From an optimization exercise on the open Yosys and OpenROAD flow, aimed at small area; shortcuts taken in it are not production practice. Function not checked in this run: the RTL went through the layout flow alone. Power and IR drop assume default switching activity.

==> run.sh <==
#!/bin/bash
# synth_recipe.tcl (not shown) runs the flow's synth.tcl, then flattens the netlist and writes it again
# the make line also repeats each setting of config.mk as NAME=value (left out here)
make -C /OpenROAD-flow-scripts/flow DESIGN_CONFIG=/design/flow/config.mk WORK_HOME=/design/flow/orfs CLKGATE_MAP_FILE= SYNTH_SCRIPT=/design/flow/synth_recipe.tcl finish
==> config.mk <==
export PLATFORM = sky130hd
export DESIGN_NAME = CPU
export DESIGN_NICKNAME = CPU
export VERILOG_FILES = /design/flow/design.v
export SDC_FILE = /design/flow/constraint.sdc
export NUM_CORES = 4
export LEC_CHECK = 0
export CAP_MARGIN = 20
export CELL_PAD_IN_SITES_DETAIL_PLACEMENT = 1
export CELL_PAD_IN_SITES_GLOBAL_PLACEMENT = 2
export CORE_MARGIN = 2
export CORE_UTILIZATION = 55
export GPL_ROUTABILITY_DRIVEN = 1
export PLACE_DENSITY = 0.65
export SETUP_SLACK_MARGIN = 0
export SLEW_MARGIN = 20
export SYNTH_HIERARCHICAL = 1
==> constraint.sdc <==
create_clock -name core_clock -period 12.0 [get_ports {CLK}]
set_input_delay 2.4000 -clock core_clock [delete_from_list [all_inputs] [get_ports {CLK}]]
set_output_delay 2.4000 -clock core_clock [all_outputs]
set_load 0.01 [all_outputs]
==> design.v <==
`default_nettype none
`timescale 1ns / 1ps
module rf_nor2(
    input wire A,
    input wire B,
    output wire Y
    );
assign Y = ~(A | B);
endmodule
module rf_a21oi(
    input wire A1,
    input wire A2,
    input wire B1,
    output wire Y
    );
assign Y = ~((A1 & A2) | B1);
endmodule
module rf_rcell(
    input wire S1, D1,
    input wire S2, D2,
    input wire S3, D3,
    output wire Y
    );
assign Y = ~((S1 & D1) | (S2 & D2) | (S3 & D3));
endmodule
module rf_rcomb(
    input wire [10:0] G,
    output wire Y
    );
assign Y = ~&G;
endmodule
module rf_rbit(
    input wire [31:1] S,
    input wire [31:1] D,
    output wire Y
    );
wire [10:0] g;
genvar k;
generate
	for (k = 0; k < 10; k = k + 1) begin : grp
		rf_rcell c(.S1(S[3*k+1]), .D1(D[3*k+1]), .S2(S[3*k+2]), .D2(D[3*k+2]),
		           .S3(S[3*k+3]), .D3(D[3*k+3]), .Y(g[k]));
	end
endgenerate
assign g[10] = ~(S[31] & D[31]);
rf_rcomb m(.G(g), .Y(Y));
endmodule
`default_nettype none
`timescale 1ns / 1ps
module ALU(
    input wire [31:0] A,
    input wire [31:0] B,
    input wire [2:0] ALU_OP,
	input wire RST,
    output wire [31:0] F,
    output wire [31:0] FR,
    output wire ZF,
    output wire OF
    );
wire sub = ALU_OP[0] | ALU_OP[1];
wire [32:0] sum = {1'b0, A} + {1'b0, B ^ {32{sub}}} + {32'd0, sub};
wire borrow = ~sum[32];
wire big = |A[31:6];
wire [32:0] sh = {1'b0, B} << A[5:0];
reg [31:0] f;
reg of;
always @* begin
	of = 1'b0;
	case (ALU_OP)
		3'd0: f = A & B;
		3'd1: f = A | B;
		3'd2: f = A ^ B;
		3'd3: f = ~(A | B);
		3'd4: begin f = sum[31:0]; of = sum[32]; end
		3'd5: begin f = sum[31:0]; of = borrow; end
		3'd6: f = {31'd0, borrow};
		default: begin f = big ? 32'd0 : sh[31:0]; of = ~big & sh[32]; end
	endcase
end
assign FR = f;
assign F = RST ? 32'd0 : f;
assign OF = ~RST & of;
assign ZF = ~RST & (f == 32'd0);
endmodule
`default_nettype none
`timescale 1ns / 1ps
module opt(
    input wire [5:0] OP,
    input wire [5:0] func,
    output reg WE,
    output reg [2:0] ALU_OP
    );
always @* begin
	ALU_OP = 3'b000;
	if (!OP) begin
		WE = 1;
		case (func)
			6'b100000: ALU_OP = 3'b100;
			6'b100010: ALU_OP = 3'b101;
			6'b100100: ALU_OP = 3'b000;
			6'b100101: ALU_OP = 3'b001;
			6'b100110: ALU_OP = 3'b010;
			6'b100111: ALU_OP = 3'b011;
			6'b101011: ALU_OP = 3'b110;
			6'b000100: ALU_OP = 3'b111;
		endcase
	end else begin
		WE = 0;
	end
end
endmodule
`default_nettype none
`timescale 1ns / 1ps
module CPU(
    input wire CLK,
    input wire RST,
	output wire [31:0]ALU_OUT,
	output wire ALU_OF,
	output wire ALU_ZF,
	output wire [31:0] dbg_inst,
	output wire [31:0] dbg_a,
    output wire [31:0] dbg_b,
	output wire [2:0] dbg_op,
	output wire reg_write_enable,
	output wire [31:0]alu_output,
	output wire [5:0] inst_addr,
	input wire [31:0] inst_data
    );
reg [5:0] pc;
always @(posedge CLK or posedge RST)
	if (RST) pc <= 6'd0;
	else pc <= pc + 6'd1;
reg [31:0] inst_code;
always @(posedge CLK or posedge RST)
	if (RST) inst_code <= 32'd0;
	else inst_code <= inst_data;
assign inst_addr = pc;
assign dbg_inst = inst_code;
wire [5:0] op = inst_code[31:26];
wire [4:0] rs = inst_code[25:21];
wire [4:0] rt = inst_code[20:16];
wire [4:0] rd = inst_code[15:11];
wire [5:0] func = inst_code[5:0];
wire [2:0] alu_op;
wire we;
opt o(.OP(op), .func(func), .ALU_OP(alu_op), .WE(we));
reg [31:1] valid;
wire [31:1] wsel;
wire [31:1] sel_a;
wire [31:1] sel_b;
wire [31:0] f;       
wire [31:0] rdata [1:31];
genvar g, b;
generate
	for (g = 1; g < 32; g = g + 1) begin : row
		reg [31:0] q;
		wire [31:0] d;
		assign wsel[g] = we && (rd == g);
		assign sel_a[g] = valid[g] && (rs == g);
		assign sel_b[g] = valid[g] && (rt == g);
		assign d = ({32{wsel[g]}} & f) | ({32{~wsel[g]}} & q);
		always @(posedge CLK) q <= d;
		assign rdata[g] = q;
		always @(posedge CLK or posedge RST)
			if (RST) valid[g] <= 1'b0;
			else if (wsel[g]) valid[g] <= 1'b1;
	end
	for (b = 0; b < 32; b = b + 1) begin : rbit
		wire [31:1] col;
		for (g = 1; g < 32; g = g + 1) begin : c
			assign col[g] = rdata[g][b];
		end
		rf_rbit pa(.S(sel_a), .D(col), .Y(dbg_a[b]));
		rf_rbit pb(.S(sel_b), .D(col), .Y(dbg_b[b]));
	end
endgenerate
ALU a(
	.ALU_OP(alu_op),
	.A(dbg_a),
	.B(dbg_b),
	.RST(RST),
	.F(ALU_OUT),
	.FR(f),
	.ZF(ALU_ZF),
	.OF(ALU_OF)
);
assign alu_output = ALU_OUT;
assign dbg_op = alu_op;
assign reg_write_enable = we;
endmodule
==> results.py <==
metrics = {
    "synthesis": {
        "syn-num-nets": 3421,
        "avgSynthCellArea_sq_um": 14.60,
        "yosys-top-cells-area": "edfxtp_1 (62%), a222oi_1 (13%), dfrtp_1 (3.6%)",
        "async_reset_ff_frac": 0.06503,
        "ys_types": 90,
        "yosysWarnings": 9,
        "syn_area_sq_mm": 0.04802,
        "synthCells": 3289,
        "ys_ff_latch": 1061,
        "synth_top_area_frac": 0.6203,
        "synth_flop_cell": "edfxtp_1",
        "synth_area_leader_cell": "edfxtp_1",
        "synth_edf_count": 992,
        "synth-seq-area-share": 0.6563,
    },
    "setup_path": {
        "critical-path-slowest-cell": "o21ai_0",
        "cp-endpoint": "ALU_ZF",
        "worst_setup_path_end_kind": "output pin",
        "r2r_slack_ns": 4.00,
        "crit_chain": "and3b_1 > and3_1 > buf_4 > a222oi_1 > nand4_1 > or3_1 > or4_1 > nor3_1 > and4_1 > nand2_1 > o21ai_0 > a221o_2 > and4bb_1 > nand4_1 > nor4_2 > clkdlybuf4s50_1",
        "critPathLaunch": "inst_code[21]",
        "r2r-start": "inst_code[16]",
        "critPathTopFamily": "simple AND/OR/NAND/NOR gates",
        "worst-path-stages": 16,
        "cpPeakStageDelay_ns": 0.94,
        "worstPathRequired_ns": 9.60,
        "crit_type": "reg -> out",
        "crit_path_max_fanout": 33,
        "path_buf_inv": 2,
        "startpoint_type": "flip-flop",
        "cp.arrival_ns": 9.15,
        "crit_path_frequent_cell": "nand4_1",
        "r2r_cells": 19,
    },
    "clock_tree": {
        "clock-root-buffer": "clkbuf_16",
        "numCtsBuffers": 101,
        "postCtsHoldBufs": 0,
        "cts_tree": "done",
        "clk_latency_ns": 0.72,
        "clock-sinks": 1061,
        "clkSlewWorstSetupHoldPaths_ns": 0.07,
        "clk_path_buf_depth": 3,
        "htree_levels": 3,
        "cts_resized": 0,
        "post_cts_buffers": 0,
    },
    "timing": {
        "setup-violations-final": 0,
        "grt_setup_unrepaired": "no",
        "fmax_mhz": 86.60,
        "fin_crit_sh": 0.9623,
        "hold_viol": 0,
        "finalMaxSlewViolations": 0,
        "period_needed_ns": 11.55,
        "max_slew_margin": 0.1180,
        "skew_ns": 0.03867,
        "setup_tns_ns": 0,
        "worst_pin_slew_ns": 1.323,
    },
    "place": {
        "io_buffers": 205,
        "dp_hpwl_um": 138800,
        "gp_congestion": 1.013,
        "placed_area_sq_mm": 0.05254,
    },
    "die": {
        "core_sq_mm": 0.08662,
        "pin_count": 206,
        "start_util": 0.5544,
        "die_h_um": 299.5,
        "rows": 108,
        "die_w_um": 299.5,
        "fp.dieArea_sq_mm": 0.08969,
    },
    "power": {
        "p_leak_nw": 19.72,
        "vdd_ir_drop_max_v": 0.0001834,
        "power_density_mw_per_mm2": 134.5,
    },
    "layout": {
        "multi_input_area_sq_mm": 0.01589,
        "nets": 3782,
        "fin_area_sq_mm": 0.05603,
        "nFillCells": 7919,
        "drive_gt1_frac": 0.1111,
        "area_growth_pct": 16.67,
        "regArea_sq_mm": 0.03152,
    },
    "route": {
        "wl_um": 228900,
        "viasPerCell": 8.552,
        "first_iter_violations": 12210,
        "vias": 41960,
        "drt_first_pass_iters": 13,
        "ant_nets": 0,
        "wl_per_cell_um": 46.65,
        "drc": 0,
    },
    "grt": {
        "grt_use_total": 0.5016,
        "grt_overflow_total": 0,
        "grt_first_pass_wirelength_um": 316800,
        "grt_max_degree": 70,
        "antenna_found_initial": 32,
        "grt_pass1_vias": 41900,
    },
    "worst_hold_path": {
        "hold_path_class": "reg -> reg",
    },
    "run_status": {
        "run_status": "no timing/DRC/antenna violations",
    },
    "run": {
        "drv_cap": 0,
    },
}
-- synth_stat cells, drive strengths merged (7+ instances only) --
library cell,n
xnor2,39
inv,103
nand4,145
a21o,14
mux2,17
xor2,15
mux2i,67
nor2,130
a21oi,88
nor3b,7
nand2,162
nor3,27
or2,33
nand2b,10
and3,66
mux4,9
ha,97
nor2b,43
a211oi,31
o211ai,10
or3,69
and2,12
clkbuf,50
nand3,89
buf,59
a222oi,640
o21ai,78
nor4,8
dfrtp,69
o22ai,10
edfxtp,992
-- cell usage in the layout, fill, tap and decap left out, drive strengths merged, types with 78 or more instances in the layout --
cell           synthesis  final
nand2                162    162
inv                  103    105
clkdlybuf4s50          0    205
buf                   59    162
nor2                 130    130
o21ai                 78     78
nand3                 89     89
a222oi               640    640
nand4                145    145
clkbuf                50    137
edfxtp               992    992
a21oi                 88     88
ha                    97     97
-- Yosys stat by module, one instance, submodules excluded --
module    cells inside  area, sq um  copies in the design  flops+latches
rf_rbit              1        3.754                    64              0
CPU               1277        32860                     1           1061
ALU               1032         6859                     1              0
rf_rcell             1        10.01                   640              0
rf_rcomb             4        23.77                    64              0
opt                 20        132.6                     1              0
-- per-layer routing --
| layer | part of all wire | GRT usage |
|---|---|---|
| met3 | 0.17 | 0.2048 |
| met1 | 0.30 | 0.5849 |
| met4 | 0.099 | 0.3885 |
| met2 | 0.43 | 0.7397 |
| met5 | 0.00058 | 0.001058 |
-- logic make-up after synthesis --
group,count (synthesis),share of synthesized area
DFF,1061,0.6563
adders and majority gates,98,0.02569
and+or+nand+nor,826,0.09159
muxes,93,0.02217
AOI/OAI and AO/OA,943,0.1747
xor gates and xnor gates,54,0.009849
buffers and inverters,214,0.01970
-- worst min-delay path by stage --
stage / startpoint / slack, ns / end / cells past startpoint
final: valid[10] / 0.49 / valid[10] / 1
after global routing: valid[17] / 0.51 / valid[17] / 1
after CTS: valid[30] / 0.49 / valid[30] / 1
after detailed placement: valid[19] / 0.47 / valid[19] / 1
after global placement: pc[5] / 0.46 / pc[5] / 1
after floorplan: valid[10] / 0.44 / valid[10] / 1
-- per-stage QoR --
stage / setup slack, ns / power [mW] / utilization / std cells / hold WS, ns
global placement: 1.290 / 4.224 / 0.6057 / 4697 / 0.4613
floorplan: 3.223 / 4.147 / - / 3289 / 0.4393
CTS: 0.8238 / 7.496 / 0.6458 / 4890 / 0.4865
detailed placement: 1.552 / 4.228 / 0.6065 / 4700 / 0.4696
finish: 0.4526 / 7.533 / 0.6468 / 4906 / 0.4925
global route: 0.4081 / 7.634 / 0.6466 / 4898 / 0.5132
-- power breakdown --
part	leakage, nW	switching (mW)	internal, mW
combinational	7.37	0.0968	0.0526
clock	1.66	1.47	1.90
sequential	10.7	0.0130	3.99
-- layout make-up --
cell class / count / area share
Antenna cell: 14 / 0.0006253
Clock buffer: 137 / 0.05009
Clock inverter: 53 / 0.01068
Inverter: 105 / 0.007057
Multi-Input combinational cell: 2014 / 0.2836
Sequential cell: 1061 / 0.5625
Tap cell: 1155 / 0.02579
Timing Repair Buffer: 367 / 0.05961

static timing again, ports no longer ideal:
The flow's constraints put no driver on any port. The routed layout listed below was extracted and timed again, unchanged, in two steps.
Step 1 sets driving cells, clkbuf_16 on the clock port and buf_2 on the other inputs (assumed; they add their load-dependent delay and slew).
Step 2, shift: input delay + t, output delay - t, t = (earliest + latest rising clock arrival at the registers) / 2. This alone moves slack from input paths to output paths.
Three values: no drivers, after step 1, after step 2; two values: the first two.
t, ns: 0.776
setup slack, ns: 0.453 / 0.377 / 1.153
latest minus earliest clock arrival (ns): 0.039 / 0.039
worst slew at a driven data input, ns: 0.05
cell pins on the clock port's net: 1
After both steps this run still meets setup and hold. For this run, drivers alone change the setup slack by -0.076 ns; drivers and shift together by +0.700 ns.
